From an optimization exercise on the open Yosys and OpenROAD flow, aimed at small area; shortcuts taken in it are not production practice.
Only simulation tests tie the RTL to the original design; equivalence was not proved.
Power is estimated from default activity; no workload was simulated.

==> design.v <==
module binary_to_bcd 
(
    clk_i,
    ce_i,
    rst_i,
    start_i,
    dat_binary_i,
    dat_bcd_o,
    done_o
);
    parameter BITS_IN_PP         = 16;  
    parameter BCD_DIGITS_OUT_PP  = 5;   
    parameter BIT_COUNT_WIDTH_PP = 4;   
    input  clk_i;                       
    input  ce_i;                        
    input  rst_i;                       
    input  start_i;                     
    input  [BITS_IN_PP-1:0] dat_binary_i;         
    output [4*BCD_DIGITS_OUT_PP-1:0] dat_bcd_o;   
    output done_o;                      
    reg [4*BCD_DIGITS_OUT_PP-1:0] dat_bcd_o;
    reg  [BITS_IN_PP-1:0] bin_reg;
    reg  [4*BCD_DIGITS_OUT_PP-1:0] bcd_reg;
    wire [BITS_IN_PP-1:0] bin_next;
    reg  [4*BCD_DIGITS_OUT_PP-1:0] bcd_next;
    reg  busy_bit;
    reg  [BIT_COUNT_WIDTH_PP-1:0] bit_count;
    wire bit_count_done;
    function [4*BCD_DIGITS_OUT_PP-1:0] bcd_asl;
      input [4*BCD_DIGITS_OUT_PP-1:0] din;
      input newbit;
      integer k;
      reg cin;
      reg [3:0] digit;
      reg [3:0] digit_less;
      begin
        cin = newbit;
        for (k=0; k<BCD_DIGITS_OUT_PP; k=k+1)
        begin
          digit[3] = din[4*k+3];
          digit[2] = din[4*k+2];
          digit[1] = din[4*k+1];
          digit[0] = din[4*k];
          digit_less = digit - 5;
          if (digit > 4'b0100)
          begin
            bcd_asl[4*k+3] = digit_less[2];
            bcd_asl[4*k+2] = digit_less[1];
            bcd_asl[4*k+1] = digit_less[0];
            bcd_asl[4*k+0] = cin;
            cin = 1'b1;
          end
          else
          begin
            bcd_asl[4*k+3] = digit[2];
            bcd_asl[4*k+2] = digit[1];
            bcd_asl[4*k+1] = digit[0];
            bcd_asl[4*k+0] = cin;
            cin = 1'b0;
          end
        end  
      end
    endfunction
    assign bin_next = {bin_reg,1'b0};
    always @(bcd_reg or bin_reg)
    begin
      bcd_next <= bcd_asl(bcd_reg,bin_reg[BITS_IN_PP-1]);
    end
    always @(posedge clk_i)
    begin
      if (rst_i)
      begin
        busy_bit <= 0;   
        dat_bcd_o <= 0;
      end
      else if (start_i && ~busy_bit)
      begin
        busy_bit <= 1;
        bin_reg <= dat_binary_i;
        bcd_reg <= 0;
      end
      else if (busy_bit && ce_i && bit_count_done && ~start_i)
      begin
        busy_bit <= 0;
        dat_bcd_o <= bcd_next;
      end
      else if (busy_bit && ce_i && ~bit_count_done)
      begin
        bcd_reg <= bcd_next;
        bin_reg <= bin_next;
      end
    end
    assign done_o = ~busy_bit;
    always @(posedge clk_i)
    begin
      if (~busy_bit) bit_count <= 0;
      else if (ce_i && ~bit_count_done) bit_count <= bit_count + 1;
    end
    assign bit_count_done = (bit_count == (BITS_IN_PP-1));
endmodule
module debouncer
(
    input clk,
    input rst_n,
    input signal_in,
    output reg deb_pulse_out
);
    reg sig_q;
    reg sig_qq;
    reg [12:0] clk_cnt;
    reg        busy;
    always @(posedge clk)
    begin
        if (!rst_n)
            {sig_qq, sig_q} <= 2'b00;
        else
            {sig_qq, sig_q} <= {sig_q, signal_in};
    end
    always @(posedge clk)
    begin
        deb_pulse_out <= 1'b0;
        if (!rst_n)
        begin
            clk_cnt <= 'b0;
            busy    <= 1'b0;
        end
        else
        if (!busy)
        begin
            if (!sig_qq & sig_q)   
            begin
                deb_pulse_out <= 1'b1;   
                busy <= 1'b1;   
            end
        end
        else 
        begin
            if (&clk_cnt)
            begin
                busy <= 1'b0;
            end
            clk_cnt <= clk_cnt + 1;
        end
    end
endmodule
`timescale 1ns / 1ps
module seven_seg_disp
(
    input        clk,
    input        rst_n,
    input [15:0] x,
    output reg [6:0] seg,
    output reg [3:0] an
);
    wire [2:0]  s;   
    reg  [3:0]  digit;
    wire [3:0]  aen;
    reg  [6:0]  clkdiv;
    assign s = clkdiv[6:4];
    assign aen = 4'b1111;  
    always @(posedge clk)
    begin   
        case (s)
            0: digit = x[3:0];    
            1: digit = x[7:4];    
            2: digit = x[11:8];   
            3: digit = x[15:12];  
            default: digit = x[3:0];
        endcase
    end    
    always @(*)
    begin
        case (digit)
            0:   seg = 7'b1000000;
            1:   seg = 7'b1111001;
            2:   seg = 7'b0100100;
            3:   seg = 7'b0110000;
            4:   seg = 7'b0011001;
            5:   seg = 7'b0010010;
            6:   seg = 7'b0000010;
            7:   seg = 7'b1111000;
            8:   seg = 7'b0000000;
            9:   seg = 7'b0010000;
            default: seg = 7'b0000000;
        endcase
    end
    always @(*)
    begin
        an = 4'b1111;
        if (s[2] == 1'b0 && aen[s[1:0]] == 1)
        begin
            an[s[1:0]] = 0;
        end
    end
    always @(posedge clk) 
    begin
        if (!rst_n)
            clkdiv <= 'b0;
        else
            clkdiv <= clkdiv + 1;
    end
endmodule
module timer_engine (
    input clk,
    input rst_n,
    input lever,
    input button,
    output reg [7:0] min_bcd,
    output reg [7:0] sec_bcd,
    output reg       blink_7sd
);
localparam MAX_CLKS   = 32767;   
localparam BLINK_CLKS = 4999;    
    localparam  IDLE_st           = 8'b00000001;
    localparam  TIMER_START_st    = 8'b00000010;
    localparam  SET_MINUTES_st    = 8'b00000100;
    localparam  BLINK_7SD_st      = 8'b00001000;
    reg  [14:0] clk_cnt;
    reg  [7:0]  minutes;
    reg  [7:0]  seconds;
    reg         update_bcd;
    reg  [7:0]  state;
    always @(posedge clk) begin
        if (!rst_n)
        begin
            clk_cnt <= 'b0;
            minutes <= 'd25;
            seconds <= 'd0;
            update_bcd <= 1'b1;
            blink_7sd <= 1'b0;
            state <= IDLE_st;
        end
        else
        begin
            update_bcd <= 1'b0;
            blink_7sd <= 1'b0;
            case (state)
                IDLE_st: begin
                    if (lever) begin
                        state <= TIMER_START_st;
                    end else if (button) begin
                        state <= SET_MINUTES_st;
                    end
                end
                TIMER_START_st: begin
                    if (lever) begin
                        state <= IDLE_st;
                    end else begin
                        if (minutes == 0 && seconds == 0) begin
                            clk_cnt <= 'b0;
                            state <= BLINK_7SD_st;
                        end else if (clk_cnt >= MAX_CLKS) begin
                            if (seconds == 0) begin
                                minutes <= minutes - 1;
                                seconds <= 'd59;
                            end else begin
                                seconds <= seconds - 1;
                            end
                            clk_cnt <= 'b0;
                            update_bcd <= 1'b1;
                        end else begin
                            clk_cnt <= clk_cnt + 1;
                        end
                    end
                end
                SET_MINUTES_st: begin
                    if (lever) begin
                        if (minutes == 0) begin
                            minutes <= 'd59;
                        end else begin
                            minutes <= minutes - 1;
                        end
                        update_bcd <= 1'b1;
                    end else if (button) begin
                        state <= IDLE_st;
                    end
                    if (clk_cnt >= BLINK_CLKS) begin
                        clk_cnt <= 'b0;
                        blink_7sd <= ~blink_7sd;
                    end else begin
                        clk_cnt <= clk_cnt + 1;
                        blink_7sd <= blink_7sd;
                    end
                end
                BLINK_7SD_st: begin
                    if (clk_cnt >= BLINK_CLKS) begin
                        clk_cnt <= 'b0;
                        blink_7sd <= ~blink_7sd;
                    end else begin
                        clk_cnt <= clk_cnt + 1;
                        blink_7sd <= blink_7sd;
                    end
                end
                default: begin
                    state <= IDLE_st;
                end
            endcase
        end
    end
    wire [7:0] min_bcd_o;
    wire [7:0] sec_bcd_o;
    wire       min_bcd_done;
    wire       sec_bcd_done;
    binary_to_bcd #(
        .BITS_IN_PP        (8),
        .BCD_DIGITS_OUT_PP (2)
    ) min_binary_to_bcd (
        .clk_i        (clk),
        .ce_i         (1'b1),
        .rst_i        (~rst_n),
        .start_i      (update_bcd),
        .dat_binary_i (minutes),
        .dat_bcd_o    (min_bcd_o),
        .done_o       (min_bcd_done)
    );
    always @(posedge clk) begin
        if (min_bcd_done) begin
            min_bcd <= min_bcd_o;
        end
    end
    binary_to_bcd #(
        .BITS_IN_PP        (8),
        .BCD_DIGITS_OUT_PP (2)
    ) sec_binary_to_bcd (
        .clk_i        (clk),
        .ce_i         (1'b1),
        .rst_i        (~rst_n),
        .start_i      (update_bcd),
        .dat_binary_i (seconds),
        .dat_bcd_o    (sec_bcd_o),
        .done_o       (sec_bcd_done)
    );
    always @(posedge clk) begin
        if (sec_bcd_done) begin
            sec_bcd <= sec_bcd_o;
        end
    end
endmodule
`timescale 1ns / 1ps
module top (
    input SYSCLK,
    input RST_N,
    input LEVER,
    input BUTT1,
    output        GPIO,
    output [6:0]  SEG, 
    output [3:0]  AN
);
    wire clk;
    assign clk = SYSCLK;
    reg  rst_n;
    reg  rst_n_q1;
    always @(posedge clk or negedge RST_N) begin
        if (!RST_N) begin
            {rst_n, rst_n_q1} <= 2'b0;
        end else begin
            {rst_n, rst_n_q1} <= {rst_n_q1, 1'b1};
        end
    end
    wire lever_pulse;
    wire butt1_pulse;
    debouncer lever_debounce (
        .clk           (clk),
        .rst_n         (rst_n),
        .signal_in     (LEVER),
        .deb_pulse_out (lever_pulse)
    );
    debouncer butt1_debounce (
        .clk           (clk),
        .rst_n         (rst_n),
        .signal_in     (BUTT1),
        .deb_pulse_out (butt1_pulse)
    );
    wire [7:0] min_bcd;
    wire [7:0] sec_bcd;
    wire blink_7sd;
    timer_engine timer_engine (
        .clk        (clk),
        .rst_n      (rst_n),
        .lever      (lever_pulse),
        .button     (butt1_pulse),
        .min_bcd    (min_bcd),
        .sec_bcd    (sec_bcd),
        .blink_7sd  (blink_7sd)
    );
    wire [3:0] an_out;
    seven_seg_disp seven_seg_disp (
        .clk (clk),
        .rst_n (rst_n),
        .x   ({min_bcd, sec_bcd}),
        .seg (SEG),
        .an  (an_out)
    );
    assign AN = blink_7sd ? 4'b1111 : {an_out[0], an_out[1], an_out[2], an_out[3]};
    assign GPIO = 1'b0; 
endmodule
localparam MAX_CLKS   = 32767;   
localparam BLINK_CLKS = 4999;    
==> run.sh <==
#!/bin/bash
# synth_recipe.tcl (not shown) runs the flow's synth.tcl, then flattens the netlist and writes it again
# the make line also repeats each setting of config.mk as NAME=value (left out here)
make -C /OpenROAD-flow-scripts/flow DESIGN_CONFIG=/design/flow/config.mk WORK_HOME=/design/flow/orfs CLKGATE_MAP_FILE= SYNTH_SCRIPT=/design/flow/synth_recipe.tcl finish
==> config.mk <==
export PLATFORM = sky130hd
export DESIGN_NAME = top
export DESIGN_NICKNAME = top
export VERILOG_FILES = /design/flow/design.v
export SDC_FILE = /design/flow/constraint.sdc
export NUM_CORES = 4
export LEC_CHECK = 0
export CAP_MARGIN = 20
export CORE_MARGIN = 2
export CORE_UTILIZATION = 40
export SLEW_MARGIN = 20
==> constraint.sdc <==
create_clock -name core_clock -period 10.0 [get_ports {SYSCLK}]
set_input_delay 2.0000 -clock core_clock [delete_from_list [all_inputs] [get_ports {SYSCLK}]]
set_output_delay 2.0000 -clock core_clock [all_outputs]
set_load 0.01 [all_outputs]
==> impl_metrics.ini <==
[logic_synthesis]
syn_nets = 769
synth_top_area_cell = dfxtp_1
seq_area_frac_synth_pct = 52.0
syn_avg_cell_area_um2 = 9.62
synth_top_cell_area_share_pct = 31.1
synth_area_mm2 = 0.00715
netlist_top_cells_area = dfxtp_1 (31%), edfxtp_1 (20%), nor2_1 (5.3%)
ys_seq_elements = 161
async_flop_share_pct = 1.24
synth_top_flop_cell = dfxtp_1
synthCells = 743
ys_warn_count = 5
synth_edf_count = 48
ys_types = 67

[clock_tree]
worstSkewPairLatency_ns = 0.42
clk_pin_slew_worst_paths_ns = 0.06
cts_max_path_buffers = 2
cts_sinks = 161
cts_tree = done
htreeDepth = 4
postCtsSetupBuffers = 0
cts-root-buf = clkbuf_16
numCtsBuffers = 17
ctsResizeCount = 0
hold_buffers = 0

[final_layout]
seq_area_mm2 = 0.00371
regMostFlops = timer_engine.clk_cnt
final_cell_mix = dfxtp_1 (111), nor2_1 (99), nand2_1 (76), edfxtp_1 (48), inv_1 (41)
diodes = 0
fillCellCount = 1614
multi_input_area_mm2 = 0.00313
area_delta_synth_final_pct = 13.3
layout_commonest_cell = dfxtp_1
reg_top3 = timer_engine.clk_cnt x15, butt1_debounce.clk_cnt x13, lever_debounce.clk_cnt x13
largest_reg_flops = 15
drive_above_1_share_pct = 8.77
num-nets-final = 777

[timing]
fmax_ghz = 0.257
slew_viol_final = 0
rsz0062_at_grt = no
finalSetupTns_ns = 0
fin_crit_ns = 3.89
finalHoldViolations = 0
setup_slack_ns = 6.11
tightest_slew_ns = 0.854
slew_headroom_pct = 43.0
fin_crit_sh_pct = 38.9
setup_viol = 0
hold_slack_ns = 0.359
finalClockSkew_ns = 0.0104

[worst_setup_path]
arrival_ns = 1.89
startpoint_type = flip-flop
reg2reg_setup_slack_ns = 7.31
cp_max_fo = 8
required_ns = 8.00
cpPeakStageDelay_ns = 0.50
reg2reg_depth = 6
crit_chain = nor2b_1 > nand3b_1 > clkdlybuf4s50_1
path_class = reg2out
crit_slowest_cell = clkdlybuf4s50_1
worstSetupEndpointType = output pin

[run]
max_cap_violations = 0

[routing]
wl_per_cell_um = 13.3
dr.pass1.iters = 4
drt_iter0_drc = 238
viasPerCell = 5.18
vias = 5120
post-route-drc-count = 0
finalWirelength_mm = 13.1
ant_nets = 0

[power_and_ir_drop]
p_comb_share_pct = 9.5
clock_power_share_pct = 44.2
internal-power_mw = 1.21
power.density_mw_per_mm2 = 196
max-vdd-ir-drop_mv = 0.140
p_seq_share_pct = 46.2
switching_share_pct = 23.6
p_leak_nw = 2.98
p_sw_mw = 0.375
power_mw = 1.58

[placed_design]
place_ws_ns = 6.55
hpwl_mm = 8.84
place.gp.congestion = 0.856
io_buffers = 14

[floorplan]
dieArea_mm2 = 0.0189
initial_core_util_pct = 41.2
rows = 48
dieWidth_um = 138
coreArea_mm2 = 0.0174
fp.dieH_um = 138
io-pin-count = 16

[global_route]
grt_max_degree = 69
grt_pass1_vias = 4881
antenna_found_initial = 0
grt_pass1_wl_mm = 22.4
grt-ovfl-total = 0
grt.total_usage_pct = 15.0

[min_path]
hold_depth = 0
hold_class = reg2reg

[outcome]
outcome = timing/DRC/antenna clean
## through the flow
step                      std cells  util [%]  cell area [µm²]
after floorplan                 743         -             7150
after global placement          957      42.9             7450
after detailed placement        957      43.0             7460
after CTS                       989      46.6             8100
after global routing            989      46.6             8100
final                           989      46.6             8100
## worst max-delay path, delay by kind of cell (launching register included)
family	cells	cell delay, ns
DFF	1	0.45
buffers and inverters	1	0.50
and+or+nand+nor	2	0.52
## logic make-up (layout without fill, tap and decap cells)
kind of cell / Yosys count / count (layout) / share of synthesized area (%)
simple gates: 304 / 304 / 20.5
flops: 161 / 161 / 52.0
compound gates: 122 / 122 / 11.5
buf+inv: 72 / 93 / 4.32
xor+xnor: 39 / 39 / 4.78
fa+ha+maj: 22 / 22 / 3.85
mux: 21 / 21 / 3.03
other cells: 2 / 2 / 0.105
## Yosys cell counts, types with 3 or more instances
master and instances:
a211oi_1 14, a21oi_1 34, a22oi_1 5, a311oi_1 3
a31o_2 4, a31oi_1 14, and2_1 11, and2_2 3
and3_1 5, buf_1 4, buf_2 3, clkbuf_1 18
dfxtp_1 111, edfxtp_1 48, ha_1 22, inv_1 41
mux2_2 5, mux2i_1 16, nand2_1 76, nand2b_1 4
nand3_1 18, nand3b_1 3, nand4_1 18, nor2_1 100
nor2b_1 13, nor3_1 21, nor4_1 5, o21ai_0 20
o22ai_1 8, or2_2 7, or3_1 7, xnor2_1 20
xor2_1 19
## path summary, 6_finish.rpt
check | startpoint | to
min in group asynchronous | RST_N | rst_n
worst min register to register | rst_n_q1 | rst_n
worst max register to register | timer_engine.clk_cnt[5] | timer_engine.clk_cnt[12]
max in group asynchronous | RST_N | rst_n_q1
worst max-delay path | seven_seg_disp.clkdiv[5] | AN[0]
worst min-delay path | rst_n_q1 | rst_n
## area by class of cell
| cell class | instances | area share [%] |
|---|---|---|
| Multi-Input combinational cell | 510 | 38.6 |
| Tap cell | 225 | 3.48 |
| Clock buffer | 18 | 5.30 |
| Sequential cell | 161 | 45.9 |
| Timing Repair Buffer | 19 | 2.19 |
| Inverter | 42 | 1.95 |
| Clock inverter | 14 | 2.60 |
## layer usage
metal / vias up / global-route usage (%) / routed length [µm]
met5: - / 0 / 0
met4: 0 / 6.47 / 180
met3: 13 / 3.79 / 429
met2: 78 / 25.5 / 6560
met1: 2419 / 17.8 / 5940
li1: 2610 / - / -
## power by group through the flow
stage                     logic, mW  registers (mW)  clock network [mW]
final                         0.151           0.733               0.701
after detailed placement      0.151           0.746                   0
after floorplan               0.127           0.737                   0
after global routing          0.172           0.736               0.750
after global placement        0.145           0.745                   0
after CTS                     0.152           0.732               0.719

## separate check: timing with driven ports
The results above use ideal ports. As a check the final layout listed here was re-extracted and re-timed, cells and wires unchanged.
Step 1 assumes that a clkbuf_16 drives the clock port and a buf_2 every other input.
Step 2 moves the port delays by t, midway between the first and last clock arrival at a register: inputs arrive t later, outputs are due t later. That takes back most of the time a late clock gives input paths.
Three values: ideal ports, drivers, drivers and shift; two values: the first two.
t, ns: 0.461
slack for setup (ns): 6.110 / 6.066 / 6.527
worst slew at a driven data input, ns: 0.03
After both steps this run still meets setup and hold. The setup slack of this run moves by -0.044 ns with the drivers and by +0.417 ns with both steps.
